This design comes from an exercise in tuning for small area on the open sky130 flow, not from production work.
The RTL was checked by simulation tests, not by an equivalence proof against the original design.
The clock cells of run 7 come from the design's own scripts or RTL, not from TritonCTS.
The clock port is modelled as an ideal driver, which makes a skipped or thinned clock tree look cheaper than it is; a real chip needs a root buffer or a tree.
No activity file was given, so power comes from the tool's default toggle rates.

<file path="config.mk">
export PLATFORM = sky130hd
export DESIGN_NAME = esaxi
export DESIGN_NICKNAME = esaxi
export VERILOG_FILES = /design/flow/design.v
export SDC_FILE = /design/flow/constraint.sdc
export NUM_CORES = 4
export LEC_CHECK = 0
export ABC_AREA = 1
export CAP_MARGIN = 20
export CORE_MARGIN = 2
export CORE_UTILIZATION = 25
export PLACE_DENSITY = 0.85
export SLEW_MARGIN = 20
</file>
<file path="constraint.sdc">
create_clock -name core_clock -period 10.0 [get_ports {s_axi_aclk}]
set_input_delay 2.0000 -clock core_clock [delete_from_list [all_inputs] [get_ports {s_axi_aclk}]]
set_output_delay 2.0000 -clock core_clock [all_outputs]
set_load 0.01 [all_outputs]
</file>
<file path="design.v">
module packet2emesh #(parameter AW = 32,    
		      parameter PW = 104)   
   (
    input [PW-1:0]  packet_in,    
    output 	    write_in,     
    output [1:0]    datamode_in,  
    output [4:0]    ctrlmode_in,  
    output [AW-1:0] dstaddr_in,   
    output [AW-1:0] srcaddr_in,   
    output [AW-1:0] data_in       
    );
   assign write_in          = packet_in[0];
   assign datamode_in[1:0]  = packet_in[2:1];
   assign ctrlmode_in[4:0]  = packet_in[7:3];
   assign dstaddr_in[31:0]  = packet_in[39:8];
   assign data_in[31:0]     = packet_in[71:40];
   assign srcaddr_in[31:0]  = packet_in[103:72];
endmodule  
module emesh2packet #(parameter AW = 32,    
		      parameter PW = 104)   
   (
    input 	    write_out,     
    input [1:0]     datamode_out,  
    input [4:0]     ctrlmode_out,  
    input [AW-1:0]  dstaddr_out,   
    input [AW-1:0]  data_out,      
    input [AW-1:0]  srcaddr_out,   
    output [PW-1:0] packet_out     
    );
   assign packet_out[0]      = write_out;
   assign packet_out[2:1]    = datamode_out[1:0];
   assign packet_out[7:3]    = ctrlmode_out[4:0];
   assign packet_out[39:8]   = dstaddr_out[31:0];
   assign packet_out[71:40]  = data_out[31:0];
   assign packet_out[103:72] = srcaddr_out[31:0];
endmodule  
module esaxi ( 
   wr_access, wr_packet, rd_access, rd_packet, rr_wait, s_axi_arready,
   s_axi_awready, s_axi_bid, s_axi_bresp, s_axi_bvalid, s_axi_rid,
   s_axi_rdata, s_axi_rlast, s_axi_rresp, s_axi_rvalid, s_axi_wready,
   wr_wait, rd_wait, rr_access, rr_packet, s_axi_aclk, s_axi_aresetn,
   s_axi_arid, s_axi_araddr, s_axi_arburst, s_axi_arcache,
   s_axi_arlock, s_axi_arlen, s_axi_arprot, s_axi_arqos, s_axi_arsize,
   s_axi_arvalid, s_axi_awid, s_axi_awaddr, s_axi_awburst,
   s_axi_awcache, s_axi_awlock, s_axi_awlen, s_axi_awprot,
   s_axi_awqos, s_axi_awsize, s_axi_awvalid, s_axi_bready,
   s_axi_rready, s_axi_wid, s_axi_wdata, s_axi_wlast, s_axi_wstrb,
   s_axi_wvalid
   );
   parameter          S_IDW               = 12;
   parameter          PW                  = 104;
   parameter [AW-1:0] RETURN_ADDR         = 0;
   parameter          AW                  = 32;
   parameter          DW                  = 32;
   output 	   wr_access;   
   output [PW-1:0] wr_packet;
   input 	   wr_wait;
   output 	   rd_access;   
   output [PW-1:0] rd_packet;
   input 	   rd_wait;
   input 	   rr_access;         
   input [PW-1:0]  rr_packet;
   output 	   rr_wait;
   input 	  s_axi_aclk;
   input 	  s_axi_aresetn;
   input [S_IDW-1:0] s_axi_arid;     
   input [31:0]    s_axi_araddr;
   input [1:0] 	   s_axi_arburst;
   input [3:0] 	   s_axi_arcache;
   input  	   s_axi_arlock;
   input [7:0] 	   s_axi_arlen;
   input [2:0] 	   s_axi_arprot;
   input [3:0] 	   s_axi_arqos;
   output 	   s_axi_arready;
   input [2:0] 	   s_axi_arsize;
   input 	   s_axi_arvalid;
   input [S_IDW-1:0] s_axi_awid;     
   input [31:0]    s_axi_awaddr;
   input [1:0] 	   s_axi_awburst;
   input [3:0] 	   s_axi_awcache;
   input  	   s_axi_awlock;
   input [7:0] 	   s_axi_awlen;
   input [2:0] 	   s_axi_awprot;
   input [3:0] 	   s_axi_awqos;   
   input [2:0] 	   s_axi_awsize;
   input 	   s_axi_awvalid;
   output 	   s_axi_awready;
   output [S_IDW-1:0] s_axi_bid;     
   output [1:0]     s_axi_bresp;
   output 	    s_axi_bvalid;
   input 	    s_axi_bready;
   output [S_IDW-1:0] s_axi_rid;     
   output [31:0]      s_axi_rdata;
   output 	      s_axi_rlast;   
   output [1:0]       s_axi_rresp;
   output 	      s_axi_rvalid;
   input 	      s_axi_rready;
   input [S_IDW-1:0]  s_axi_wid;     
   input [31:0]       s_axi_wdata;
   input 	      s_axi_wlast;   
   input [3:0] 	      s_axi_wstrb;
   input 	      s_axi_wvalid;
   output 	      s_axi_wready;
   reg 		      s_axi_awready;
   reg 		      s_axi_wready;
   reg 		      s_axi_bvalid;
   reg 		      s_axi_arready;
   reg 		      s_axi_rvalid;
   reg [31:0] 	      s_axi_rdata;
   reg 		      rresp_err;
   reg [S_IDW-1:0]    s_axi_rid;
   reg [S_IDW-1:0]    axi_bid;
   reg 		      wr_access;
   reg 		      rd_access;
   reg 		      write_active;
   reg 		      b_wait;
   reg 		      pre_wr_en;
   reg 		      read_active;
   reg 		      rd_next;       
   wire 	      aw_fire      = s_axi_awready & s_axi_awvalid;
   wire 	      w_fire       = s_axi_wready  & s_axi_wvalid;
   wire 	      last_wr_beat = w_fire & s_axi_wlast;
   wire 	      ar_fire      = s_axi_arready & s_axi_arvalid;
   wire 	      r_fire       = s_axi_rvalid  & s_axi_rready;
   wire 	      last_rd_beat = r_fire & s_axi_rlast;
   always @(posedge s_axi_aclk)
     if (~s_axi_aresetn)
       begin
	  s_axi_awready <= 1'b1;
	  write_active  <= 1'b0;
	  s_axi_wready  <= 1'b0;
	  s_axi_bvalid  <= 1'b0;
	  b_wait        <= 1'b0;
	  pre_wr_en     <= 1'b0;
	  wr_access     <= 1'b0;
       end
     else
       begin
	  if (~s_axi_awready & ~write_active & ~b_wait)
	    s_axi_awready <= 1'b1;
	  else if (s_axi_awvalid)
	    s_axi_awready <= 1'b0;
	  if (aw_fire)
	    write_active <= 1'b1;
	  else if (last_wr_beat)
	    write_active <= 1'b0;
	  if (last_wr_beat)
	    s_axi_wready <= 1'b0;
	  else if (write_active)
	    s_axi_wready <= ~wr_wait;
	  if (last_wr_beat)
	    begin
	       s_axi_bvalid <= 1'b1;
	       b_wait       <= ~s_axi_bready;
	    end
	  else if (s_axi_bready & s_axi_bvalid)
	    begin
	       s_axi_bvalid <= 1'b0;
	       b_wait       <= 1'b0;
	    end
	  pre_wr_en <= w_fire;
	  wr_access <= pre_wr_en;
       end
   assign s_axi_bid   = axi_bid;
   assign s_axi_bresp = 2'b00;
   reg [31:2] 	      wr_addr;
   reg [1:0] 	      wr_size;
   reg 		      wr_incr;
   wire [31:2] 	      wr_carry;
   wire [31:2] 	      wr_addr_inc;
   assign wr_carry[2] = wr_access & wr_incr;
   genvar 	      gi;
   generate
      for (gi = 2; gi < 32; gi = gi + 1) begin : g_wr_inc
	 assign wr_addr_inc[gi] = wr_addr[gi] ^ wr_carry[gi];
	 if (gi < 31) begin : g_c
	    assign wr_carry[gi+1] = wr_carry[gi] & wr_addr[gi];
	 end
      end
   endgenerate
   always @(posedge s_axi_aclk)
     begin
	if (aw_fire)
	  axi_bid <= s_axi_awid;
	if (s_axi_awready)
	  begin
	     wr_size <= s_axi_awsize[1:0];
	     wr_incr <= (s_axi_awburst == 2'b01);
	  end
	wr_addr <= s_axi_awready ? s_axi_awaddr[31:2] : wr_addr_inc;
     end
   reg [31:0] 	      wr_data_reg, wr_data;
   reg [1:0] 	      wr_lane_reg, wr_lane;
   wire 	      ln0 = s_axi_wstrb[0];
   wire 	      ln1 = ~s_axi_wstrb[0] & s_axi_wstrb[1];
   wire 	      ln2 = ~s_axi_wstrb[0] & ~s_axi_wstrb[1] & s_axi_wstrb[2];
   wire 	      ln3 = ~s_axi_wstrb[0] & ~s_axi_wstrb[1] & ~s_axi_wstrb[2];
   wire [7:0] 	      wb0 = s_axi_wdata[7:0];
   wire [7:0] 	      wb1 = s_axi_wdata[15:8];
   wire [7:0] 	      wb2 = s_axi_wdata[23:16];
   wire [7:0] 	      wb3 = s_axi_wdata[31:24];
   always @(posedge s_axi_aclk)
     begin
	wr_data_reg[7:0]   <= ({8{ln0}} & wb0) | ({8{ln1}} & wb1) |
			      ({8{ln2}} & wb2) | ({8{ln3}} & wb3);
	wr_data_reg[15:8]  <= ({8{ln0}} & wb1) | ({8{ln1}} & wb2) |
			      ({8{ln2}} & wb3);
	wr_data_reg[23:16] <= ({8{ln0}} & wb2) | ({8{ln1}} & wb3);
	wr_data_reg[31:24] <= ({8{ln0}} & wb3);
	wr_lane_reg        <= {ln2 | ln3, ln1 | ln3};
	wr_data <= wr_data_reg;
	wr_lane <= wr_lane_reg;
     end
   emesh2packet e2p_wr (
		     .packet_out	(wr_packet[PW-1:0]),
		     .write_out		(1'b1),
		     .datamode_out	(wr_size[1:0]),
		     .ctrlmode_out	(5'b0),
		     .dstaddr_out	({wr_addr[31:2], wr_lane[1:0]}),
		     .data_out		(wr_data[DW-1:0]),
		     .srcaddr_out	(32'b0)
		     );
   reg [31:0] 	      rd_addr;
   reg [1:0] 	      rd_size;
   reg [7:0] 	      rd_len;
   always @(posedge s_axi_aclk)
     if (~s_axi_aresetn)
       begin
	  s_axi_arready <= 1'b0;
	  read_active   <= 1'b0;
	  rd_next       <= 1'b0;
	  rd_access     <= 1'b0;
       end
     else
       begin
	  if (~s_axi_arready & ~read_active)
	    s_axi_arready <= 1'b1;
	  else if (s_axi_arvalid)
	    s_axi_arready <= 1'b0;
	  if (ar_fire)
	    read_active <= 1'b1;
	  else if (last_rd_beat)
	    read_active <= 1'b0;
	  rd_next   <= ar_fire | (r_fire & ~s_axi_rlast);
	  rd_access <= rd_next;
       end
   wire 	      rd_incr = r_fire & (s_axi_arburst == 2'b01);
   wire [31:2] 	      rd_carry;
   wire [31:2] 	      rd_addr_inc;
   wire [7:0] 	      rd_borrow;
   wire [7:0] 	      rd_len_dec;
   assign rd_carry[2]  = rd_incr;
   assign rd_borrow[0] = r_fire;
   generate
      for (gi = 2; gi < 32; gi = gi + 1) begin : g_rd_inc
	 assign rd_addr_inc[gi] = rd_addr[gi] ^ rd_carry[gi];
	 if (gi < 31) begin : g_c
	    assign rd_carry[gi+1] = rd_carry[gi] & rd_addr[gi];
	 end
      end
      for (gi = 0; gi < 8; gi = gi + 1) begin : g_rd_dec
	 assign rd_len_dec[gi] = rd_len[gi] ^ rd_borrow[gi];
	 if (gi < 7) begin : g_b
	    assign rd_borrow[gi+1] = rd_borrow[gi] & ~rd_len[gi];
	 end
      end
   endgenerate
   always @(posedge s_axi_aclk)
     begin
	if (s_axi_arready)
	  begin
	     rd_size   <= s_axi_arsize[1:0];
	     s_axi_rid <= s_axi_arid;
	  end
	rd_addr[31:2] <= s_axi_arready ? s_axi_araddr[31:2] : rd_addr_inc;
	rd_addr[1:0]  <= s_axi_arready ? s_axi_araddr[1:0] :
			 rd_addr[1:0] & {2{~rd_incr}};
	rd_len        <= s_axi_arready ? s_axi_arlen : rd_len_dec;
     end
   assign s_axi_rlast = ~(|rd_len);
   emesh2packet e2p_rd (
		     .packet_out	(rd_packet[PW-1:0]),
		     .write_out		(1'b0),
		     .datamode_out	(rd_size[1:0]),
		     .ctrlmode_out	(5'b0),
		     .dstaddr_out	(rd_addr[AW-1:0]),
		     .data_out		(32'b0),
		     .srcaddr_out	(RETURN_ADDR)
		     );
   wire [DW-1:0]      rr_data;
   reg 		      tmo_armed;
   reg 		      tmo_expired;
   packet2emesh p2e_rr (
			  .write_in		(),
			  .datamode_in		(),
			  .ctrlmode_in		(),
			  .dstaddr_in		(),
			  .data_in		(rr_data[DW-1:0]),
			  .srcaddr_in		(),
			  .packet_in		(rr_packet[PW-1:0])
			  );
   assign rr_wait = 1'b0;
   wire 	      rr_return_access = rr_access | tmo_expired;
   wire [31:0] 	      rr_return_data   = tmo_expired ? 32'hDEADBEEF : rr_data;
   always @(posedge s_axi_aclk)
     if (~s_axi_aresetn)
       s_axi_rvalid <= 1'b0;
     else if (rr_return_access)
       s_axi_rvalid <= 1'b1;
     else if (s_axi_rready)
       s_axi_rvalid <= 1'b0;
   reg [31:0] 	      rr_fmt;
   always @(*)
     case (rd_size)
       2'b00:   rr_fmt = {4{rr_return_data[7:0]}};
       2'b01:   rr_fmt = {2{rr_return_data[15:0]}};
       default: rr_fmt = rr_return_data;
     endcase
   wire [16:0] 	      tmo_count = s_axi_rdata[16:0];
   wire 	      tmo_zero  = &tmo_count;
   always @(posedge s_axi_aclk)
     if (~s_axi_rvalid)
       begin
	  rresp_err          <= tmo_expired;
	  s_axi_rdata[31:17] <= rr_fmt[31:17];
	  if (rr_return_access)
	    s_axi_rdata[16:0] <= rr_fmt[16:0];
	  else if (tmo_armed)
	    s_axi_rdata[16:0] <= {tmo_count[15:0], tmo_count[16] ^ tmo_count[13]};
	  else
	    s_axi_rdata[16:0] <= 17'h001FC;
       end
   assign s_axi_rresp = {rresp_err, 1'b0};
   always @(posedge s_axi_aclk)
     if (~s_axi_aresetn)
       begin
	  tmo_armed   <= 1'b0;
	  tmo_expired <= 1'b0;
       end
     else
       begin
	  tmo_armed   <= tmo_armed ? (~rr_access & ~tmo_zero) :
			 (~tmo_expired & ar_fire);
	  tmo_expired <= tmo_armed & ~rr_access & tmo_zero;
       end
endmodule  
</file>
<file path="flow/run.sh">
#!/bin/bash
# Standard ORFS layout (bash standard.sh) with these changes to how the layout is made:
#  - synthesis is synth_recipe.tcl unchanged, except that Yosys's abc call maps
#    the logic with flow/area.abc (an area-oriented ABC script);
#  - port buffers use the smallest buffer cell (buf_1);
#  - constant outputs keep the one tie cell per value that synthesis made
#    (no repair_tie_fanout);
#  - the clock tree uses clkbuf_8 buffers, sink clusters of up to 12 flops
#    within 50 um, and no dummy loads.
set -euo pipefail
here=$(pwd)
export FLOW_SYNTH_TCL="$here/synth_recipe.tcl"
export MY_ABC_SCRIPT="$here/flow/area.abc"
export BUFFER_PORTS_ARGS="-buffer_cell sky130_fd_sc_hd__buf_1"
export SKIP_REPAIR_TIE_FANOUT=1
export CTS_ARGS="-sink_clustering_enable -repair_clock_nets -buf_list sky130_fd_sc_hd__clkbuf_4 sky130_fd_sc_hd__clkbuf_8 sky130_fd_sc_hd__clkbuf_16 -sink_clustering_size 16 -sink_clustering_max_diameter 40 -dont_use_dummy_load"
bash standard.sh SYNTH_SCRIPT="$here/flow/synth_wrap.tcl" finish > standard_flow.log 2>&1
</file>
<file path="flow/area.abc">
strash
dch
amap
topo
</file>
<file path="flow/synth_wrap.tcl">
proc abc {args} {
  set i [lsearch -exact $args -script]
  if {$i >= 0 && [info exists ::env(MY_ABC_SCRIPT)] && $::env(MY_ABC_SCRIPT) ne ""} {
    lset args [expr {$i + 1}] $::env(MY_ABC_SCRIPT)
  }
  yosys abc {*}$args
}
source $::env(FLOW_SYNTH_TCL)
</file>
<file path="standard.sh">
#!/bin/bash
# synth_recipe.tcl (not shown) runs the flow's synth.tcl, then flattens the netlist and writes it again
# the make line also repeats each setting of config.mk as NAME=value (left out here)
make -C /OpenROAD-flow-scripts/flow DESIGN_CONFIG=/design/flow/config.mk WORK_HOME=/design/flow/orfs CLKGATE_MAP_FILE= SYNTH_SCRIPT=/design/flow/synth_recipe.tcl "${@:-finish}"
</file>
==> results of run 1 <==
-- stage by stage --
step / hold slack (ps) / area (µm²) / std cells / total power (W) / setup WS (ps)
2_1_floorplan: 309.6 / 8439 / 723 / 0.001228 / 2330
3_3_place_gp: 311.2 / 9485 / 1407 / 0.001315 / 1341
3_5_place_dp: 312.1 / 9485 / 1407 / 0.001330 / 1246
-- Yosys cell counts (8+ instances only) --
master and instances:
a21oi_1 19, a22o_1 58, buf_4 113, clkinv_1 49, dfxtp_1 152, edfxtp_1 62, ha_1 65, nand2_1 31
nor2_1 63, o21ai_0 26, o221ai_1 8, o22ai_1 20
-- worst max path at each step --
stage / start / endpoint / slack (ps) / depth (start not counted)
3_5_place_dp: s_axi_rready / rd_addr[31]$_DFF_P_ / 1250 / 36
2_1_floorplan: s_axi_rready / rd_addr[31]$_DFF_P_ / 2330 / 35
3_3_place_gp: s_axi_rready / rd_addr[31]$_DFF_P_ / 1340 / 36
-- power by group through the flow --
stage	logic (W)	registers, W	clock network [W]
detailed placement	0.000283	0.00105	0
global placement	0.000273	0.00104	0
floorplan	0.000149	0.00108	0
-- kinds of logic after synthesis --
logic type | synth area share
fa+ha+maj | 0.09637
other cells | 0.0008899
flops | 0.5812
compound gates | 0.1417
buf+inv | 0.1223
simple gates | 0.05752
==> results.toml, run 1 <==
[die]
die_h_um = 187.7
rows = 67
start_util = 0.2529
ioPinCount = 578
die-width_um = 187.7

[place]
gp_congestion = 0.9048
dp_hpwl_um = 18620
port_buffers = 343

[status]
stop_stage = "clock tree synthesis"
firstError = "[ERROR STA-0564] clock_tree_synthesis positional arguments not supported."
status = "stopped before the end"

[synth]
synth_async_sr_flop_share = 0
ys_seq_elements = 214
synth_nets = 1089
synth.avg_cell_area_um2 = 11.67
synthTopCellsByArea = "dfxtp_1 (36%), edfxtp_1 (22%), buf_4 (10%), ha_1 (9.6%), a22o_1 (6.0%)"
synth-main-ff-cell = "dfxtp_1"
ys_types = 33
ys_seq_area_frac = 0.5812
syn_area_mm2 = 0.008439
synth_edf_count = 62
synth_top_cell_area_share = 0.3606
synth_top_area_cell = "dfxtp_1"
yosys_warnings = 1
synth_cells = 723
==> run 2, diff against run 1 <==
--- a/flow/run.sh
+++ b/flow/run.sh
@@ -15,3 +15,3 @@
 export SKIP_REPAIR_TIE_FANOUT=1
-export CTS_ARGS="-sink_clustering_enable -repair_clock_nets -buf_list sky130_fd_sc_hd__clkbuf_4 sky130_fd_sc_hd__clkbuf_8 sky130_fd_sc_hd__clkbuf_16 -sink_clustering_size 16 -sink_clustering_max_diameter 40 -dont_use_dummy_load"
+export CTS_ARGS="-sink_clustering_enable -repair_clock_nets -buf_list sky130_fd_sc_hd__clkbuf_8 -sink_clustering_size 18 -sink_clustering_max_diameter 50 -dont_use_dummy_load"
 bash standard.sh SYNTH_SCRIPT="$here/flow/synth_wrap.tcl" finish > standard_flow.log 2>&1
==> run 2 against run 1 <==
- now clean on timing, DRC and antenna
- area after synthesis stayed put
- synthesized cell count did not move
==> results.toml, run 2 <==
[status]
status = "complete, no violations"

[finish]
largest_reg_flops = 64
drive_gt1_frac = 0.02956
fin_util = 0.2934
nets = 1349
final_common_cell = "buf_1"
final_cell_mix = "buf_1 (343), dfxtp_1 (151), ha_1 (65)"
syn_to_final_growth_pct = 16.01

[die]
dieArea_mm2 = 0.03524
die_h_um = 187.7
core_mm2 = 0.03336
die-width_um = 187.7
ioPinCount = 578
rows = 67
start_util = 0.2529

[timing]
rsz0062_at_grt = "false"
hold_viol = 0
max_freq_mhz = 124.3
fin_crit_sh = 0.8042
finalSetupViolCount = 0
slew_headroom = 0.3698
slew_viol_final = 0
tns_ps = 0
fin_skew_ps = 74.70
setup_ws_ps = 1958
fin_crit_ps = 8042
tightest_slew_ps = 944.0

[pwr]
switchingPower_w = 0.0004980
total_power_w = 0.001779
max-vdd-ir-drop_uv = 105.0
internal-power_w = 0.001281
combPwrFrac = 0.158
p_leak_nw = 3.808
power_density_mw_per_mm2 = 181.7
power_frac_seq = 0.578
clkPwrFrac = 0.264
swShare = 0.2800

[place]
port_buffers = 343
pre_cts_slack_ps = 1246
gp_congestion = 0.9048
dp_hpwl_um = 18620

[synth]
ys_types = 33
synth_cells = 723
synth_top_cell_area_share = 0.3606
synth.avg_cell_area_um2 = 11.67
netlist_top_cells_count = "dfxtp_1 (152), buf_4 (113), ha_1 (65)"
synth_top_area_cell = "dfxtp_1"
yosysMostFrequentCell = "dfxtp_1"
synthTopCellsByArea = "dfxtp_1 (36%), edfxtp_1 (22%), buf_4 (10%), ha_1 (9.6%), a22o_1 (6.0%)"
synth_edf_count = 62
ys_seq_area_frac = 0.5812
ys_seq_elements = 214
synth_async_sr_flop_share = 0
yosys_warnings = 1
synth_nets = 1089
syn_area_mm2 = 0.008439
synth-main-ff-cell = "dfxtp_1"

[critical_path]
worstPathArrival_ps = 8470
crit_slowest_cell = "ha_1"
cp-start-kind = "input pin"
max_stage_delay_ps = 260
cp-end-kind = "flip-flop"
reg2reg_depth = 37
critPathMostFrequentCell = "ha_1"
reg2reg_setup_slack_ps = 2750
cp_data_required_time_ps = 10430
worstSetupPathType = "in -> reg"
critPathMaxFanout = 4

[hold_path]
whs_path_depth = 0
worstHoldPathType = "reg -> reg"

[clock_network]
root_buffer = "clkbuf_8"
cts_setup_buffers = 0
cts_made_buffers = 22
clk_pin_slew_ps = 100
clock_sinks = 214
clock_latency_ps = 550
cts_hold_buf = 0
h-tree-depth = 1
tritoncts = "done"
postCtsResizedCells = 0
cts_buffer_depth = 3

[drt]
drt-pass1-iter-count = 5
antenna_left = 0
drt-total-wl_um = 23840
avgRoutedWirePerCell_um = 16.67
drc_errors = 0
drtIter0Drc = 281
vias_per_cell = 4.471
vias = 6393

[global_route]
grt-ovfl-total = 0
antenna_found_initial = 1
grt_usage = 0.1270
use_met1 = 0.1396
grt_max_degree = 112
use_met3 = 0.03444
top_usage_layer = "met2"
use_met2 = 0.2335
grt_pass1_wl_um = 35230
grt_pass1_vias = 6423

[flow_run]
cap_violations = 0
-- run 2: cell counts after synthesis --
Identical to the previous run, type by type.
-- run 2: worst paths after layout --
kind	start	endpoint
worst max-delay path	s_axi_rready	rd_addr[31]$_DFF_P_
worst min-delay path	wr_data_reg[4]$_DFF_P_	wr_data[4]$_DFF_P_
worst max register to register	s_axi_rvalid$_SDFFE_PN0P_	rd_addr[31]$_DFF_P_
worst min register to register	wr_data_reg[4]$_DFF_P_	wr_data[4]$_DFF_P_
-- run 2: cell type report --
| cell class | count | area (µm²) |
|---|---|---|
| diodes | 1 | 2.502 |
| fillers | 3414 | 23570 |
| clock buffers | 22 | 302.8 |
| multi-input cells | 347 | 2502 |
| well taps | 448 | 560.5 |
| flip-flops and latches | 214 | 4906 |
| inverters | 49 | 183.9 |
| repair buffers | 349 | 1333 |
-- run 2: logic make-up (layout without fill, tap and decap cells) --
logic type / Yosys count / after routing / share of synthesized area
flip-flops: 214 / 214 / 0.5812
adder cells (fa/ha/maj): 65 / 65 / 0.09637
buffers and inverters: 162 / 420 / 0.1223
AO/OA/AOI/OAI: 163 / 163 / 0.1417
other: 2 / 3 / 0.0008899
AND/OR/NAND/NOR: 117 / 117 / 0.05752
-- run 2: worst max-delay path, delay by kind of cell --
family / cells / cell delay, ps
adder cells (fa/ha/maj): 29 / 5630
AND/OR/NAND/NOR: 4 / 540
AO/OA/AOI/OAI: 2 / 200
buffers and inverters: 1 / 100
-- run 2: power by group through the flow --
stage | clock (W) | combinational (W) | sequential [W]
2_1_floorplan | 0 | 0.000149 | 0.00108
3_3_place_gp | 0 | 0.000273 | 0.00104
3_5_place_dp | 0 | 0.000283 | 0.00105
4_1_cts | 0.000490 | 0.000284 | 0.00103
5_1_grt | 0.000525 | 0.000310 | 0.00104
6_report | 0.000469 | 0.000281 | 0.00103
-- run 2: metrics by stage --
| stage | std cells | instance area, µm² | hold WS (ps) |
|---|---|---|---|
| 6_report | 1430 | 9791 | 315.1 |
| 5_1_grt | 1430 | 9791 | 313.1 |
| 4_1_cts | 1429 | 9788 | 312.7 |
| 3_5_place_dp | 1407 | 9485 | 312.1 |
| 3_3_place_gp | 1407 | 9485 | 311.2 |
| 2_1_floorplan | 723 | 8439 | 309.6 |
-- run 2: per-layer routing --
layer  wire length [µm]  share of wire
met1               9017           0.38
met2              11830           0.50
met4                819          0.034
met3               2174          0.091
met5                  0              0
==> run 3, diff against run 2 <==
--- a/flow/run.sh
+++ b/flow/run.sh
@@ -15,3 +15,3 @@
 export SKIP_REPAIR_TIE_FANOUT=1
-export CTS_ARGS="-sink_clustering_enable -repair_clock_nets -buf_list sky130_fd_sc_hd__clkbuf_8 -sink_clustering_size 18 -sink_clustering_max_diameter 50 -dont_use_dummy_load"
+export CTS_ARGS="-sink_clustering_enable -repair_clock_nets -buf_list sky130_fd_sc_hd__clkbuf_8 -sink_clustering_size 20 -sink_clustering_max_diameter 60 -dont_use_dummy_load"
 bash standard.sh SYNTH_SCRIPT="$here/flow/synth_wrap.tcl" finish > standard_flow.log 2>&1
--- a/config.mk
+++ b/config.mk
@@ -8,3 +8,3 @@
 export ABC_AREA = 1
-export CAP_MARGIN = 20
+export CAP_MARGIN = 0
 export CORE_MARGIN = 2
@@ -12,2 +12,2 @@
 export PLACE_DENSITY = 0.85
-export SLEW_MARGIN = 20
+export SLEW_MARGIN = 0
==> run 3 against run 2 <==
- utilization is 0.12 points lower
- maximum frequency is 0.66% higher
- critical path type unchanged
- critical path depth stayed put
- wire length is 0.69% lower
- combinational power hardly changed
- final cell count is 0.21% lower
- sequential power hardly changed
- largest cell class unchanged
- hold slack worse by 59 ps
- clock power is 6.8% lower
==> results.toml, run 3 <==
[timing]
max_freq_mhz = 125.2
finalSetupViolCount = 0
hold_viol = 0
slew_viol_final = 0
setup_ws_ps = 2011
tns_ps = 0
tightest_slew_ps = 957.3
fin_crit_ps = 7989
rsz0062_at_grt = "false"
fin_crit_sh = 0.7989
fin_skew_ps = 83.89
slew_headroom = 0.3609

[synth]
synthTopCellsByArea = "dfxtp_1 (36%), edfxtp_1 (22%), buf_4 (10%), ha_1 (9.6%), a22o_1 (6.0%)"
ys_types = 33
synth_nets = 1089
synth_top_area_cell = "dfxtp_1"
synth_cells = 723
synth_top_family_by_area = "compound AO/OA/AOI/OAI gates"
yosysMostFrequentCell = "dfxtp_1"
synth-compound-area-share = 0.1417
syn_area_mm2 = 0.008439
synth_edf_count = 62
synth-adder-area-share = 0.09637
synth_mux_area_frac = 0
synth_async_sr_flop_share = 0
yosys_warnings = 1
synth_top_cell_area_share = 0.3606
yosys.area_share.xor_xnor = 0
netlist_top_cells_count = "dfxtp_1 (152), buf_4 (113), ha_1 (65)"
synth-simple-area-share = 0.05752
synth.avg_cell_area_um2 = 11.67
ys_seq_area_frac = 0.5812
synth-main-ff-cell = "dfxtp_1"
ys_seq_elements = 214

[clock_network]
tritoncts = "done"
cts_hold_buf = 0
root_buffer = "clkbuf_8"
h-tree-depth = 1
clk_pin_slew_ps = 120
cts_setup_buffers = 0
clock_sinks = 214
postCtsResizedCells = 0
cts_made_buffers = 19
cts_buffer_depth = 3
clock_latency_ps = 550

[place]
gp_congestion = 0.9048
pre_cts_slack_ps = 1246
dp.cells = 1407
port_buffers = 343
dp_hpwl_um = 18620

[pwr]
swShare = 0.2808
combPwrFrac = 0.161
total_power_w = 0.001745
p_leak_nw = 3.786
power_density_mw_per_mm2 = 179.0
clkPwrFrac = 0.250
switchingPower_w = 0.0004900
internal-power_w = 0.001255
power_frac_seq = 0.589
max-vdd-ir-drop_uv = 124.3

[finish]
final_common_cell = "buf_1"
syn_to_final_growth_pct = 15.52
final_cell_mix = "buf_1 (343), dfxtp_1 (151), ha_1 (65)"
nets = 1346
fin_util = 0.2922
instances_no_fill = 1427
drive_gt1_frac = 0.02658
largest_reg_flops = 64

[critical_path]
cp-end-kind = "flip-flop"
critPathMaxFanout = 4
crit_path_end = "rd_addr[31]$_DFF_P_"
timing.rr.start = "s_axi_rvalid$_SDFFE_PN0P_"
critPathMostFrequentCell = "ha_1"
worstSetupPathType = "in -> reg"
cp_data_required_time_ps = 10460
worstPathArrival_ps = 8450
reg2reg_setup_slack_ps = 2780
crit_slowest_cell = "ha_1"
crit_path_start = "s_axi_rready"
max_stage_delay_ps = 260
cp-start-kind = "input pin"
reg2reg_depth = 37
r2r_end = "rd_addr[31]$_DFF_P_"

[global_route]
antenna_found_initial = 1
grt_pass1_wl_um = 35180
grt-ovfl-total = 0
grt_usage = 0.1267
grt_pass1_vias = 6373
grt_max_degree = 112

[drt]
vias = 6343
vias_per_cell = 4.445
drt-total-wl_um = 23680
antenna_left = 0
avgRoutedWirePerCell_um = 16.59
drt-pass1-iter-count = 5
drtIter0Drc = 267
drc_errors = 0

[die]
core_mm2 = 0.03336
dieArea_mm2 = 0.03524
start_util = 0.2529
die-width_um = 187.7
die_h_um = 187.7
rows = 67
ioPinCount = 578

[hold_path]
worstHoldPathType = "reg -> reg"

[flow_run]
cap_violations = 0

[status]
status = "complete, no violations"
==> run 3: cell types whose count changed in the layout (fill, tap and decap cells not counted) <==
cell	change
clkbuf_8	-3
==> run 3: worst min-delay path by stage <==
stage	start	to	slack (ps)	cells past startpoint
5_1_grt	wr_data_reg[21]$_DFF_P_	wr_data[21]$_DFF_P_	260	0
6_report	wr_data_reg[21]$_DFF_P_	wr_data[21]$_DFF_P_	260	0
2_1_floorplan	wr_data_reg[0]$_DFF_P_	wr_data[0]$_DFF_P_	310	0
3_3_place_gp	wr_lane_reg[1]$_DFF_P_	wr_lane[1]$_DFF_P_	310	0
4_1_cts	wr_data_reg[20]$_DFF_P_	wr_data[20]$_DFF_P_	260	0
3_5_place_dp	wr_data_reg[20]$_DFF_P_	wr_data[20]$_DFF_P_	310	0
==> run 3: cell families (layout without fill, tap and decap cells) <==
logic type	Yosys count	in the layout
flip-flops	214	214
AO/OA/AOI/OAI	163	163
buffers and inverters	162	417
AND/OR/NAND/NOR	117	117
adder cells (fa/ha/maj)	65	65
other	2	3
==> run 3: cell type report <==
cell class | instances | area [µm²]
multi-input cells | 347 | 2502
repair buffers | 349 | 1333
fillers | 3417 | 23620
inverters | 49 | 183.9
diodes | 1 | 2.502
well taps | 448 | 560.5
flip-flops and latches | 214 | 4906
clock buffers | 19 | 261.5
==> run 3: stage by stage <==
step,hold slack (ps),instance area [µm²]
2_1_floorplan,309.6,8439
3_3_place_gp,311.2,9485
3_5_place_dp,312.1,9485
4_1_cts,258.9,9747
5_1_grt,256.6,9749
6_report,256.1,9749
==> run 3: power by group through the flow <==
stage / clock network (W) / logic (W) / registers [W]
final: 0.000437 / 0.000281 / 0.00103
after global routing: 0.000485 / 0.000310 / 0.00104
after CTS: 0.000460 / 0.000284 / 0.00103
after detailed placement: 0 / 0.000283 / 0.00105
after global placement: 0 / 0.000273 / 0.00104
after floorplan: 0 / 0.000149 / 0.00108
==> run 3: worst max-delay path: cells and delay by family <==
| kind | cells | cell delay [ps] |
|---|---|---|
| simple gates | 4 | 540 |
| fa+ha+maj | 29 | 5610 |
| buf+inv | 1 | 100 |
| compound gates | 2 | 200 |
==> run 3: routing by layer <==
layer	track usage	vias to the layer above	part of all wire
li1	-	2977	-
met1	0.1388	2950	0.38
met2	0.2333	358	0.50
met3	0.02826	58	0.079
met4	0.05603	0	0.045
met5	0	-	0
==> run 4, diff against run 3 <==
--- a/config.mk
+++ b/config.mk
@@ -8,3 +8,3 @@
 export ABC_AREA = 1
-export CAP_MARGIN = 0
+export CAP_MARGIN = 20
 export CORE_MARGIN = 2
@@ -12,2 +12,2 @@
 export PLACE_DENSITY = 0.85
-export SLEW_MARGIN = 0
+export SLEW_MARGIN = 20
==> run 4 against run 3 <==
- count of clock-buffer cells in the layout unchanged
- critical path depth unchanged
- setup slack unchanged
- sequential power is essentially flat
- sequential cell count unchanged
- via count unchanged
- hold slack stayed put
- global-route usage unchanged
- first-iteration DRC count stayed put
- final cell count stayed put
==> results.toml, run 4 <==
[hold_path]
worstHoldPathType = "reg -> reg"
whs_path_depth = 0
min_from = "wr_data_reg[21]$_DFF_P_"

[pwr]
total_power_w = 0.001745
max-vdd-ir-drop_uv = 124.3
power_density_mw_per_mm2 = 179.0
p_leak_nw = 3.786

[finish]
syn_to_final_growth_pct = 15.52
nets = 1346
final_cell_mix = "buf_1 (343), dfxtp_1 (151), ha_1 (65)"
final_area_mm2 = 0.009749
n_fill_cell = 3417
drive_gt1_frac = 0.02658
final_common_cell = "buf_1"
largest_reg_flops = 64

[critical_path]
timing.rr.start = "s_axi_rvalid$_SDFFE_PN0P_"
worstPathArrival_ps = 8450
critPathMaxFanout = 4
cp_top_family = "adder cells"
max_stage_delay_ps = 260
cp_data_required_time_ps = 10460
crit_buf_inv = 1
reg2reg_depth = 37
crit_slowest_cell = "ha_1"
crit_path_start = "s_axi_rready"
cp-start-kind = "input pin"
worstSetupPathType = "in -> reg"
cp-end-kind = "flip-flop"
worst-path-stages = 36
critPathMostFrequentCell = "ha_1"

[synth]
synthTopCellsByArea = "dfxtp_1 (36%), edfxtp_1 (22%), buf_4 (10%), ha_1 (9.6%), a22o_1 (6.0%)"
ys_seq_area_frac = 0.5812
yosys_warnings = 1
ys_types = 33
synth-adder-area-share = 0.09637
synth_top_family_by_area = "compound AO/OA/AOI/OAI gates"
synth_mux_area_frac = 0
synth_top_area_cell = "dfxtp_1"
netlist_top_cells_count = "dfxtp_1 (152), buf_4 (113), ha_1 (65)"
synth-simple-area-share = 0.05752
synth_cells = 723
ys_seq_elements = 214
synth-compound-area-share = 0.1417
synth_top_cell_area_share = 0.3606
synth-main-ff-cell = "dfxtp_1"
synth_edf_count = 62
yosys.area_share.xor_xnor = 0
synth_nets = 1089
yosysMostFrequentCell = "dfxtp_1"
synth_async_sr_flop_share = 0
syn_area_mm2 = 0.008439
synth.avg_cell_area_um2 = 11.67

[drt]
drc_errors = 0
antenna_left = 0
vias = 6343
drt-total-wl_um = 23680
drtIter0Drc = 267
vias_per_cell = 4.445
drt-pass1-iter-count = 5
avgRoutedWirePerCell_um = 16.59

[clock_network]
cts_buffer_depth = 3
cts_made_buffers = 19
clock_latency_ps = 550
h-tree-depth = 1
tritoncts = "done"
cts_setup_buffers = 0
postCtsResizedCells = 0
clock_sinks = 214
cts_hold_buf = 0
root_buffer = "clkbuf_8"
clk_pin_slew_ps = 120

[timing]
finalSetupViolCount = 0
fin_skew_ps = 83.89
max_freq_mhz = 125.2
fin_crit_sh = 0.7989
slew_headroom = 0.3609
hold_viol = 0
rsz0062_at_grt = "false"
slew_viol_final = 0
tightest_slew_ps = 957.3
tns_ps = 0
fin_crit_ps = 7989

[flow_run]
cap_violations = 0

[place]
port_buffers = 343
dpl_cell_area_mm2 = 0.009485
dp_hpwl_um = 18620
gp_congestion = 0.9048

[die]
core_mm2 = 0.03336
start_util = 0.2529
ioPinCount = 578
dieArea_mm2 = 0.03524
die-width_um = 187.7
rows = 67
die_h_um = 187.7

[global_route]
grt_pass1_vias = 6373
grt-ovfl-total = 0
grt_max_degree = 112
antenna_found_initial = 1
grt_usage = 0.1267
grt_pass1_wl_um = 35180

[status]
status = "complete, no violations"
==> run 4: logic make-up (layout without fill, tap and decap cells) <==
| logic type | after synthesis | after routing |
|---|---|---|
| flops | 214 | 214 |
| other cells | 2 | 3 |
| buf+inv | 162 | 417 |
| fa+ha+maj | 65 | 65 |
| compound gates | 163 | 163 |
| simple gates | 117 | 117 |
==> run 4: where the power goes <==
group	internal (W)	leakage, nW	switching, W
logic	0.000101	1.76	0.000180
clock network	0.000170	0.137	0.000267
registers	0.000984	1.89	0.0000431
total	0.00126	3.79	0.000490
==> run 4: path summary, 6_finish.rpt <==
check | end | slack, ps
worst min register to register | wr_data[21]$_DFF_P_ | 260
worst max-delay path | rd_addr[31]$_DFF_P_ | 2010
worst max register to register | rd_addr[31]$_DFF_P_ | 2780
worst min-delay path | wr_data[21]$_DFF_P_ | 260
==> run 4: area by class of cell <==
cell class | count | area (µm²) | share of cell area
Antenna cell | 1 | 2.502 | 0.0002567
Multi-Input combinational cell | 347 | 2502 | 0.2567
Sequential cell | 214 | 4906 | 0.5032
Tap cell | 448 | 560.5 | 0.05749
Clock buffer | 19 | 261.5 | 0.02682
Inverter | 49 | 183.9 | 0.01887
Timing Repair Buffer | 349 | 1333 | 0.1367
==> run 4: per-layer routing <==
| metal | wire (µm) | vias up | global-route usage |
|---|---|---|---|
| met4 | 1057 | 0 | 0.05603 |
| met5 | 0 | - | 0 |
| li1 | - | 2977 | - |
| met3 | 1866 | 58 | 0.02826 |
| met2 | 11820 | 358 | 0.2333 |
| met1 | 8931 | 2950 | 0.1388 |
==> run 4: metrics by stage <==
| step | hold WS, ps | std cells | worst slack [ps] | utilization |
|---|---|---|---|---|
| CTS | 258.9 | 1426 | 1845 | 0.2921 |
| floorplan | 309.6 | 723 | 2330 | - |
| global placement | 311.2 | 1407 | 1341 | 0.2843 |
| finish | 256.1 | 1427 | 2011 | 0.2922 |
| detailed placement | 312.1 | 1407 | 1246 | 0.2843 |
| global route | 256.6 | 1427 | 1618 | 0.2922 |
==> run 4: worst register-to-register path: cells and delay by family, from the launching register on <==
family          cells  cell delay (ps)
flops               1              340
fa+ha+maj          29             5620
compound gates      2              200
simple gates        4              560
buf+inv             2              430
==> run 5, diff against run 4 <==
--- a/flow/run.sh
+++ b/flow/run.sh
@@ -15,3 +15,3 @@
 export SKIP_REPAIR_TIE_FANOUT=1
-export CTS_ARGS="-sink_clustering_enable -repair_clock_nets -buf_list sky130_fd_sc_hd__clkbuf_8 -sink_clustering_size 20 -sink_clustering_max_diameter 60 -dont_use_dummy_load"
+export CTS_ARGS="-sink_clustering_enable -repair_clock_nets -buf_list sky130_fd_sc_hd__clkbuf_8 -sink_clustering_size 20 -sink_clustering_max_diameter 60 -sink_clustering_levels 1 -dont_use_dummy_load"
 bash standard.sh SYNTH_SCRIPT="$here/flow/synth_wrap.tcl" finish > standard_flow.log 2>&1
==> run 5 against run 4 <==
- sequential share of layout area stayed put
- die area stayed put
- non-clock buffer count stayed put
==> results.toml, run 5 <==
[place]
port_buffers = 343
dp_hpwl_um = 18620
gp_congestion = 0.9048
dpl_cell_area_mm2 = 0.009485
dp.cells = 1407

[die]
core_mm2 = 0.03336
die-width_um = 187.7
ioPinCount = 578
dieArea_mm2 = 0.03524
rows = 67
die_h_um = 187.7
start_util = 0.2529

[finish]
n_fill_cell = 3417
nets = 1346
final_common_cell = "buf_1"
fin_util = 0.2922
instances_no_fill = 1427
final_cell_mix = "buf_1 (343), dfxtp_1 (151), ha_1 (65)"
drive_gt1_frac = 0.02658
final_area_mm2 = 0.009749
largest_reg_flops = 64
syn_to_final_growth_pct = 15.52

[global_route]
grt_pass1_vias = 6373
grt_max_degree = 112
grt-ovfl-total = 0
grt_pass1_wl_um = 35180
grt_usage = 0.1267
antenna_found_initial = 1

[synth]
ys_seq_elements = 214
ys_seq_area_frac = 0.5812
synth_nets = 1089
synth_cells = 723
synthTopCellsByArea = "dfxtp_1 (36%), edfxtp_1 (22%), buf_4 (10%), ha_1 (9.6%), a22o_1 (6.0%)"
synth_top_area_cell = "dfxtp_1"
synth_edf_count = 62
yosys_warnings = 1
synth-main-ff-cell = "dfxtp_1"
yosysMostFrequentCell = "dfxtp_1"
synth.avg_cell_area_um2 = 11.67
ys_types = 33
syn_area_mm2 = 0.008439
synth_async_sr_flop_share = 0
synth_top_cell_area_share = 0.3606
netlist_top_cells_count = "dfxtp_1 (152), buf_4 (113), ha_1 (65)"

[critical_path]
cp-start-kind = "input pin"
critPathMostFrequentCell = "ha_1"
cp-end-kind = "flip-flop"
reg2reg_setup_slack_ps = 2780
crit_path_start = "s_axi_rready"
max_stage_delay_ps = 260
crit_slowest_cell = "ha_1"
worstSetupPathType = "in -> reg"
timing.rr.start = "s_axi_rvalid$_SDFFE_PN0P_"
worstPathArrival_ps = 8450
cp_data_required_time_ps = 10460
critPathMaxFanout = 4

[timing]
rsz0062_at_grt = "false"
hold_slack_ps = 256.1
tns_ps = 0
hold_viol = 0
slew_headroom = 0.3609
fin_crit_sh = 0.7989
finalSetupViolCount = 0
fin_skew_ps = 83.89
fin_crit_ps = 7989
tightest_slew_ps = 957.3
max_freq_mhz = 125.2
slew_viol_final = 0

[hold_path]
worstHoldPathType = "reg -> reg"
min_from = "wr_data_reg[21]$_DFF_P_"

[clock_network]
cts_hold_buf = 0
tritoncts = "done"
cts_setup_buffers = 0
root_buffer = "clkbuf_8"
clock_sinks = 214
h-tree-depth = 1
cts_buffer_depth = 3
cts_made_buffers = 19
clk_pin_slew_ps = 120
postCtsResizedCells = 0
clock_latency_ps = 550

[drt]
vias = 6343
drc_errors = 0
antenna_left = 0
avgRoutedWirePerCell_um = 16.59
drtIter0Drc = 267
vias_per_cell = 4.445
drt-pass1-iter-count = 5
drt-total-wl_um = 23680

[pwr]
switchingPower_w = 0.0004900
p_leak_nw = 3.786
combPwrFrac = 0.161
power_frac_seq = 0.589
power_density_mw_per_mm2 = 179.0
swShare = 0.2808
clkPwrFrac = 0.250
internal-power_w = 0.001255
max-vdd-ir-drop_uv = 124.3

[status]
status = "complete, no violations"

[flow_run]
cap_violations = 0
[run 5: cell counts in the layout (fill, tap and decap cells not counted)]
Identical to the previous run, type by type.
[run 5: layer usage]
layer  vias up  GRT usage  wire, µm
met5         -          0         0
met4         0    0.05603      1057
met3        58    0.02826      1866
met2       358     0.2333     11820
met1      2950     0.1388      8931
li1       2977          -         -
[run 5: kinds of logic after synthesis]
group	Yosys count	share of synthesized area
fa+ha+maj	65	0.09637
other cells	2	0.0008899
flops	214	0.5812
simple gates	117	0.05752
buf+inv	162	0.1223
compound gates	163	0.1417
[run 5: layout make-up]
cell class,instances,area [µm²],area share
flip-flops and latches,214,4906,0.5032
multi-input cells,347,2502,0.2567
repair buffers,349,1333,0.1367
well taps,448,560.5,0.05749
clock buffers,19,261.5,0.02682
inverters,49,183.9,0.01887
diodes,1,2.502,0.0002567
[run 5: final timing paths]
path,to,cells past startpoint
setup / recovery,rd_addr[31]$_DFF_P_,36
hold reg to reg,wr_data[21]$_DFF_P_,0
hold / removal,wr_data[21]$_DFF_P_,0
setup reg to reg,rd_addr[31]$_DFF_P_,37
[run 5: power groups by stage]
stage          Sequential (W)  Clock, W  Combinational, W
2_1_floorplan         0.00108         0          0.000149
3_3_place_gp          0.00104         0          0.000273
3_5_place_dp          0.00105         0          0.000283
4_1_cts               0.00103  0.000460          0.000284
5_1_grt               0.00104  0.000485          0.000310
6_report              0.00103  0.000437          0.000281
[run 5: per-stage QoR]
step | power (W) | worst slack (ps)
finish | 0.001745 | 2011
global route | 0.001832 | 1618
CTS | 0.001772 | 1845
detailed placement | 0.001330 | 1246
global placement | 0.001315 | 1341
floorplan | 0.001228 | 2330
[run 5: worst max-delay path, delay by kind of cell]
kind	cells	cell delay, ps
and+or+nand+nor	4	540
AOI/OAI and AO/OA	2	200
adders and majority gates	29	5610
buffers and inverters	1	100
==> run 6, diff against run 5 <==
--- a/flow/run.sh
+++ b/flow/run.sh
@@ -15,3 +15,3 @@
 export SKIP_REPAIR_TIE_FANOUT=1
-export CTS_ARGS="-sink_clustering_enable -repair_clock_nets -buf_list sky130_fd_sc_hd__clkbuf_8 -sink_clustering_size 20 -sink_clustering_max_diameter 60 -sink_clustering_levels 1 -dont_use_dummy_load"
+export CTS_ARGS="-sink_clustering_enable -repair_clock_nets -buf_list sky130_fd_sc_hd__clkbuf_8 -sink_clustering_size 20 -sink_clustering_max_diameter 60 -balance_levels -dont_use_dummy_load"
 bash standard.sh SYNTH_SCRIPT="$here/flow/synth_wrap.tcl" finish > standard_flow.log 2>&1
==> run 6 against run 5 <==
- setup slack unchanged
- die area unchanged
- sequential power about the same
- final cell count unchanged
==> results.toml, run 6 <==
[status]
status = "complete, no violations"

[clock_network]
cts_made_buffers = 19
clk_pin_slew_ps = 120
clock_latency_ps = 550
root_buffer = "clkbuf_8"
cts_setup_buffers = 0
cts_hold_buf = 0
tritoncts = "done"
h-tree-depth = 1
clock_sinks = 214
cts_buffer_depth = 3
postCtsResizedCells = 0

[critical_path]
critPathMostFrequentCell = "ha_1"
worstSetupPathType = "in -> reg"
crit_slowest_cell = "ha_1"
worstPathArrival_ps = 8450
cp-end-kind = "flip-flop"
max_stage_delay_ps = 260
critPathMaxFanout = 4
cp_data_required_time_ps = 10460
crit_buf_inv = 1
cp-start-kind = "input pin"
cp_top_family = "adder cells"

[timing]
max_freq_mhz = 125.2
rsz0062_at_grt = "false"
finalSetupViolCount = 0
slew_viol_final = 0
hold_viol = 0
tns_ps = 0
fin_crit_ps = 7989
slew_headroom = 0.3609
fin_skew_ps = 83.89
fin_crit_sh = 0.7989
tightest_slew_ps = 957.3

[die]
ioPinCount = 578
rows = 67
die-width_um = 187.7
start_util = 0.2529
dieArea_mm2 = 0.03524
die_h_um = 187.7
core_mm2 = 0.03336

[global_route]
grt_max_degree = 112
grt_pass1_wl_um = 35180
grt_usage = 0.1267
grt_pass1_vias = 6373
grt-ovfl-total = 0
antenna_found_initial = 1

[hold_path]
worstHoldPathType = "reg -> reg"

[finish]
syn_to_final_growth_pct = 15.52
drive_gt1_frac = 0.02658
final_common_cell = "buf_1"
final_cell_mix = "buf_1 (343), dfxtp_1 (151), ha_1 (65)"
largest_reg_flops = 64
final_area_mm2 = 0.009749
nets = 1346

[drt]
vias_per_cell = 4.445
drt-total-wl_um = 23680
avgRoutedWirePerCell_um = 16.59
drt-pass1-iter-count = 5
vias = 6343
antenna_left = 0
drc_errors = 0
drtIter0Drc = 267

[synth]
synth_top_cell_area_share = 0.3606
synth_nets = 1089
synth-main-ff-cell = "dfxtp_1"
ys_types = 33
synth_cells = 723
synth_edf_count = 62
yosys_warnings = 1
yosysMostFrequentCell = "dfxtp_1"
ys_seq_area_frac = 0.5812
syn_area_mm2 = 0.008439
synth_async_sr_flop_share = 0
synth.avg_cell_area_um2 = 11.67
synthTopCellsByArea = "dfxtp_1 (36%), edfxtp_1 (22%), buf_4 (10%), ha_1 (9.6%), a22o_1 (6.0%)"
netlist_top_cells_count = "dfxtp_1 (152), buf_4 (113), ha_1 (65)"
ys_seq_elements = 214
synth_top_area_cell = "dfxtp_1"

[pwr]
swShare = 0.2808
power_frac_seq = 0.589
internal-power_w = 0.001255
p_leak_nw = 3.786
clkPwrFrac = 0.250
switchingPower_w = 0.0004900
max-vdd-ir-drop_uv = 124.3
power_density_mw_per_mm2 = 179.0
combPwrFrac = 0.161

[place]
dpl_cell_area_mm2 = 0.009485
dp_hpwl_um = 18620
gp_congestion = 0.9048
port_buffers = 343

[flow_run]
cap_violations = 0
## run 6: layer usage
metal  vias to the layer above  routed length, µm  global-route usage
li1                       2977                  -                   -
met1                      2950               8931              0.1388
met2                       358              11820              0.2333
met3                        58               1866             0.02826
met4                         0               1057             0.05603
met5                         -                  0                   0
## run 6: cell type report
| class | instances | area [µm²] |
|---|---|---|
| diodes | 1 | 2.502 |
| clock buffers | 19 | 261.5 |
| fillers | 3417 | 23620 |
| inverters | 49 | 183.9 |
| multi-input cells | 347 | 2502 |
| flip-flops and latches | 214 | 4906 |
| well taps | 448 | 560.5 |
| repair buffers | 349 | 1333 |
## run 6: logic make-up after synthesis
logic type      Yosys count  share of synthesized area
compound gates          163                     0.1417
fa+ha+maj                65                    0.09637
buf+inv                 162                     0.1223
flops                   214                     0.5812
other cells               2                  0.0008899
simple gates            117                    0.05752
## run 6: worst paths after layout
path	cells past startpoint	slack [ps]	endpoint	startpoint
hold reg to reg	0	260	wr_data[21]$_DFF_P_	wr_data_reg[21]$_DFF_P_
hold / removal	0	260	wr_data[21]$_DFF_P_	wr_data_reg[21]$_DFF_P_
setup / recovery	36	2010	rd_addr[31]$_DFF_P_	s_axi_rready
setup reg to reg	37	2780	rd_addr[31]$_DFF_P_	s_axi_rvalid$_SDFFE_PN0P_
## run 6: through the flow
stage	worst slack [ps]	hold WS (ps)	std cells	power [W]	utilization
after floorplan	2330	309.6	723	0.001228	-
after global placement	1341	311.2	1407	0.001315	0.2843
after detailed placement	1246	312.1	1407	0.001330	0.2843
after CTS	1845	258.9	1426	0.001772	0.2921
after global routing	1618	256.6	1427	0.001832	0.2922
final	2011	256.1	1427	0.001745	0.2922
## run 6: power by group through the flow
stage	clock network, W	logic, W	registers, W
global route	0.000485	0.000310	0.00104
finish	0.000437	0.000281	0.00103
global placement	0	0.000273	0.00104
floorplan	0	0.000149	0.00108
detailed placement	0	0.000283	0.00105
CTS	0.000460	0.000284	0.00103
==> run 7, diff against run 6 <==
--- a/flow/run.sh
+++ b/flow/run.sh
@@ -7,4 +7,5 @@
 #    (no repair_tie_fanout);
-#  - the clock tree uses clkbuf_8 buffers, sink clusters of up to 12 flops
-#    within 50 um, and no dummy loads.
+#  - the clock tree is built by flow/cts_manual.tcl (a PRE_CTS hook): groups of
+#    at most MY_CTS_MAX_SINKS flip-flops, one leaf buffer per group, one root
+#    buffer; the rest of the CTS step (legalisation, timing repair) is ORFS's.
 set -euo pipefail
@@ -15,3 +16,7 @@
 export SKIP_REPAIR_TIE_FANOUT=1
-export CTS_ARGS="-sink_clustering_enable -repair_clock_nets -buf_list sky130_fd_sc_hd__clkbuf_8 -sink_clustering_size 20 -sink_clustering_max_diameter 60 -balance_levels -dont_use_dummy_load"
+export PRE_CTS_TCL="$here/flow/cts_manual.tcl"
+export MY_CTS_CLOCK=s_axi_aclk
+export MY_CTS_LEAF=sky130_fd_sc_hd__clkbuf_8
+export MY_CTS_ROOT=sky130_fd_sc_hd__clkbuf_8
+export MY_CTS_MAX_SINKS=${MY_CTS_MAX_SINKS:-16}
 bash standard.sh SYNTH_SCRIPT="$here/flow/synth_wrap.tcl" finish > standard_flow.log 2>&1
==> flow/cts_manual.tcl (new file) <==
# PRE_CTS hook: build a two-level clock tree by hand, then make the
# clock_tree_synthesis call in cts.tcl a no-op. The flip-flops are split into
# compact groups of at most MY_CTS_MAX_SINKS (recursive cuts across the longer
# side at the sink count's proportion); each group gets a leaf buffer at its
# centre, and one root buffer at the centre of the leaves drives all leaves
# from the clock port.
set cts_max_sinks $::env(MY_CTS_MAX_SINKS)
set db [ord::get_db]
set block [ord::get_db_block]
set leaf_master [$db findMaster $::env(MY_CTS_LEAF)]
set root_master [$db findMaster $::env(MY_CTS_ROOT)]
set clk_net [$block findNet $::env(MY_CTS_CLOCK)]

set sinks {}
foreach it [$clk_net getITerms] {
  set bb [[$it getInst] getBBox]
  lappend sinks [list $it [expr {([$bb xMin] + [$bb xMax]) / 2}] [expr {([$bb yMin] + [$bb yMax]) / 2}]]
}

proc cts_split { sinks maxs } {
  set n [llength $sinks]
  if { $n <= $maxs } { return [list $sinks] }
  set k [expr {($n + $maxs - 1) / $maxs}]
  set k1 [expr {$k / 2}]
  set xs [lmap s $sinks {lindex $s 1}]
  set ys [lmap s $sinks {lindex $s 2}]
  set w [expr {[tcl::mathfunc::max {*}$xs] - [tcl::mathfunc::min {*}$xs]}]
  set h [expr {[tcl::mathfunc::max {*}$ys] - [tcl::mathfunc::min {*}$ys]}]
  set axis [expr {$w >= $h ? 1 : 2}]
  set sorted [lsort -integer -index $axis $sinks]
  set n1 [expr {int(round(double($n) * $k1 / $k))}]
  return [concat [cts_split [lrange $sorted 0 [expr {$n1 - 1}]] $maxs] \
                 [cts_split [lrange $sorted $n1 end] $maxs]]
}

proc cts_place { inst cx cy } {
  set m [$inst getMaster]
  $inst setLocation [expr {$cx - [$m getWidth] / 2}] [expr {$cy - [$m getHeight] / 2}]
  $inst setPlacementStatus PLACED
}

set groups [cts_split $sinks $cts_max_sinks]
set root_net [odb::dbNet_create $block "clknet_root"]
$root_net setSigType CLOCK
set i 0
set lx 0
set ly 0
foreach g $groups {
  set cx 0
  set cy 0
  foreach s $g {
    set cx [expr {$cx + [lindex $s 1]}]
    set cy [expr {$cy + [lindex $s 2]}]
  }
  set cx [expr {$cx / [llength $g]}]
  set cy [expr {$cy / [llength $g]}]
  set lx [expr {$lx + $cx}]
  set ly [expr {$ly + $cy}]
  set leaf [odb::dbInst_create $block $leaf_master "clkbuf_leaf_$i"]
  cts_place $leaf $cx $cy
  set net [odb::dbNet_create $block "clknet_leaf_$i"]
  $net setSigType CLOCK
  foreach s $g {
    set it [lindex $s 0]
    $it disconnect
    $it connect $net
  }
  [$leaf findITerm X] connect $net
  [$leaf findITerm A] connect $root_net
  puts "manual CTS: leaf $i with [llength $g] sinks at ($cx, $cy)"
  incr i
}
set root [odb::dbInst_create $block $root_master "clkbuf_root"]
cts_place $root [expr {$lx / $i}] [expr {$ly / $i}]
[$root findITerm X] connect $root_net
[$root findITerm A] connect $clk_net
$clk_net setSigType CLOCK
puts "manual CTS: $i leaves, root at ([expr {$lx / $i}], [expr {$ly / $i}])"

global_connect
set_propagated_clock [all_clocks]

proc clock_tree_synthesis { args } {
  puts "clock_tree_synthesis skipped: the clock tree was built by cts_manual.tcl"
}
==> run 7 against run 6 <==
- first-iteration DRC count up 22%
- area after synthesis unchanged
- sequential share of layout area up 0.29 points
- hold slack better by 72 ps
- final area down 0.56%
- still clean on timing, DRC and antenna
- clock power down 8.2%
- synthesized cell count unchanged
==> results.toml, run 7 <==
[die]
die-width_um = 187.7
core_mm2 = 0.03336
dieArea_mm2 = 0.03524
rows = 67
die_h_um = 187.7
ioPinCount = 578
start_util = 0.2529

[synth]
synth_top_family_by_area = "compound AO/OA/AOI/OAI gates"
synth_nets = 1089
ys_types = 33
synth_top_area_cell = "dfxtp_1"
synth_edf_count = 62
synth.avg_cell_area_um2 = 11.67
synth_cells = 723
netlist_top_cells_count = "dfxtp_1 (152), buf_4 (113), ha_1 (65)"
synth-adder-area-share = 0.09637
synth-compound-area-share = 0.1417
ys_seq_elements = 214
synth-simple-area-share = 0.05752
synth_top_cell_area_share = 0.3606
synth_mux_area_frac = 0
yosys_warnings = 1
yosysMostFrequentCell = "dfxtp_1"
synth-main-ff-cell = "dfxtp_1"
synth_async_sr_flop_share = 0
ys_seq_area_frac = 0.5812
synthTopCellsByArea = "dfxtp_1 (36%), edfxtp_1 (22%), buf_4 (10%), ha_1 (9.6%), a22o_1 (6.0%)"
syn_area_mm2 = 0.008439
yosys.area_share.xor_xnor = 0

[timing]
fin_crit_sh = 0.8069
fin_crit_ps = 8069
hold_viol = 0
rsz0062_at_grt = "false"
slew_viol_final = 0
fin_skew_ps = 27.25
slew_headroom = 0.3717
finalSetupViolCount = 0
max_freq_mhz = 123.9
tns_ps = 0
tightest_slew_ps = 941.2

[critical_path]
reg2reg_setup_slack_ps = 2740
cp_data_required_time_ps = 10410
cp-end-kind = "flip-flop"
worstPathArrival_ps = 8480
cp-start-kind = "input pin"
reg2reg_depth = 35
r2r_end = "rd_addr[30]$_DFF_P_"
timing.rr.start = "s_axi_rvalid$_SDFFE_PN0P_"
critPathMaxFanout = 4
crit_slowest_cell = "ha_1"
crit_path_start = "s_axi_rready"
worstSetupPathType = "in -> reg"
crit_path_end = "rd_addr[30]$_DFF_P_"
critPathMostFrequentCell = "ha_1"
max_stage_delay_ps = 280

[finish]
nets = 1342
final_area_mm2 = 0.009694
syn_to_final_growth_pct = 14.87
drive_gt1_frac = 0.02259
instances_no_fill = 1423
largest_reg_flops = 64
n_fill_cell = 3424
final_cell_mix = "buf_1 (343), dfxtp_1 (151), ha_1 (65)"
final_common_cell = "buf_1"

[clock_network]
postCtsResizedCells = 0
clock_latency_ps = 530
cts_hold_buf = 0
cts_setup_buffers = 0
clk_pin_slew_ps = 110

[drt]
drt-pass1-iter-count = 5
antenna_left = 0
drtIter0Drc = 325
vias_per_cell = 4.471
drc_errors = 0
vias = 6362
avgRoutedWirePerCell_um = 16.73
drt-total-wl_um = 23800

[place]
dp.cells = 1407
dpl_cell_area_mm2 = 0.009485
port_buffers = 343
dp_hpwl_um = 18620
gp_congestion = 0.9048

[global_route]
grt_usage = 0.1252
grt-ovfl-total = 0
grt_pass1_wl_um = 35210
grt_max_degree = 112
antenna_found_initial = 2
grt_pass1_vias = 6379

[pwr]
power_density_mw_per_mm2 = 176.4
max-vdd-ir-drop_uv = 130.0
total_power_w = 0.001710
p_leak_nw = 3.757

[hold_path]
worstHoldPathType = "reg -> reg"

[status]
status = "complete, no violations"

[flow_run]
cap_violations = 0
==> run 7: logic make-up after synthesis <==
group,after synthesis
AO/OA/AOI/OAI,163
AND/OR/NAND/NOR,117
flip-flops,214
other,2
adder cells (fa/ha/maj),65
buffers and inverters,162
==> run 7: worst max-delay path: cells and delay by family <==
kind | cells | cell delay [ps]
buffers and inverters | 1 | 100
AND/OR/NAND/NOR | 3 | 430
adder cells (fa/ha/maj) | 29 | 5770
AO/OA/AOI/OAI | 1 | 210
==> run 7: area by class of cell <==
cell class | instances | area (µm²) | area share
Sequential cell | 214 | 4906 | 0.5061
Multi-Input combinational cell | 347 | 2502 | 0.2581
Timing Repair Buffer | 349 | 1333 | 0.1375
Tap cell | 448 | 560.5 | 0.05782
Buffer | 15 | 206.4 | 0.02130
Inverter | 49 | 183.9 | 0.01897
Antenna cell | 1 | 2.502 | 0.0002581
==> run 7: layer usage <==
layer | track usage | part of all wire
met1 | 0.1389 | 0.37
met2 | 0.2242 | 0.48
met3 | 0.02864 | 0.088
met4 | 0.06329 | 0.055
met5 | 0 | 0.00071
==> run 7: worst min path at each step <==
stage                                        from                  end  depth (start not counted)  slack (ps)
after floorplan            wr_data_reg[0]$_DFF_P_   wr_data[0]$_DFF_P_                          0         310
after global placement     wr_lane_reg[1]$_DFF_P_   wr_lane[1]$_DFF_P_                          0         310
after detailed placement  wr_data_reg[20]$_DFF_P_  wr_data[20]$_DFF_P_                          0         310
after CTS                 wr_data_reg[24]$_DFF_P_  wr_data[24]$_DFF_P_                          0         330
after global routing      wr_data_reg[27]$_DFF_P_  wr_data[27]$_DFF_P_                          0         330
final                     wr_data_reg[24]$_DFF_P_  wr_data[24]$_DFF_P_                          0         330
==> run 7: power by group <==
group,leakage [nW],total (W),switching (W),internal (W)
sequential,1.89,0.00103,0.0000433,0.000984
clock,0.108,0.000401,0.000268,0.000133
combinational,1.76,0.000282,0.000181,0.000101
==> run 7: stage by stage <==
stage | utilization | setup slack (ps) | hold slack [ps]
floorplan | - | 2330 | 309.6
global placement | 0.2843 | 1341 | 311.2
detailed placement | 0.2843 | 1246 | 312.1
CTS | 0.2905 | 1825 | 329.3
global route | 0.2906 | 1586 | 333.3
finish | 0.2906 | 1931 | 328.4

## what the ideal ports hide
No port has a modelled driver above. Below, the same layouts with a new extraction and two added sets of constraints. Step 1 assumes that a clkbuf_16 drives the clock port and a buf_2 every other input. Step 2, shift: input delay + t, output delay - t, t = (earliest + latest rising clock arrival at the registers) / 2. This alone moves slack from input paths to output paths. a / b / c = no drivers / after step 1 / after step 2; a / b = the first two.
| run | t, ns | slack for setup (ns) | clock arrival spread, ns | worst register clock-pin slew, ns |
|---|---|---|---|---|
| run 2 | 0.561 | 1.958 / 1.981 / 1.420 | 0.089 / 0.090 | 0.10 / 0.10 |
| run 3 | 0.548 | 2.011 / 2.032 / 1.483 | 0.085 / 0.085 | 0.12 / 0.12 |
| run 4 | 0.548 | 2.011 / 2.032 / 1.483 | 0.085 / 0.085 | 0.12 / 0.12 |
| run 5 | 0.548 | 2.011 / 2.032 / 1.483 | 0.085 / 0.085 | 0.12 / 0.12 |
| run 6 | 0.548 | 2.011 / 2.032 / 1.483 | 0.085 / 0.085 | 0.12 / 0.12 |
| run 7 | 0.557 | 1.931 / 1.946 / 1.389 | 0.032 / 0.032 | 0.12 / 0.12 |
After both steps every run listed still meets setup and hold. The setup slack of run 7, which loses most, moves by +0.015 ns with the drivers and by -0.542 ns with both steps.
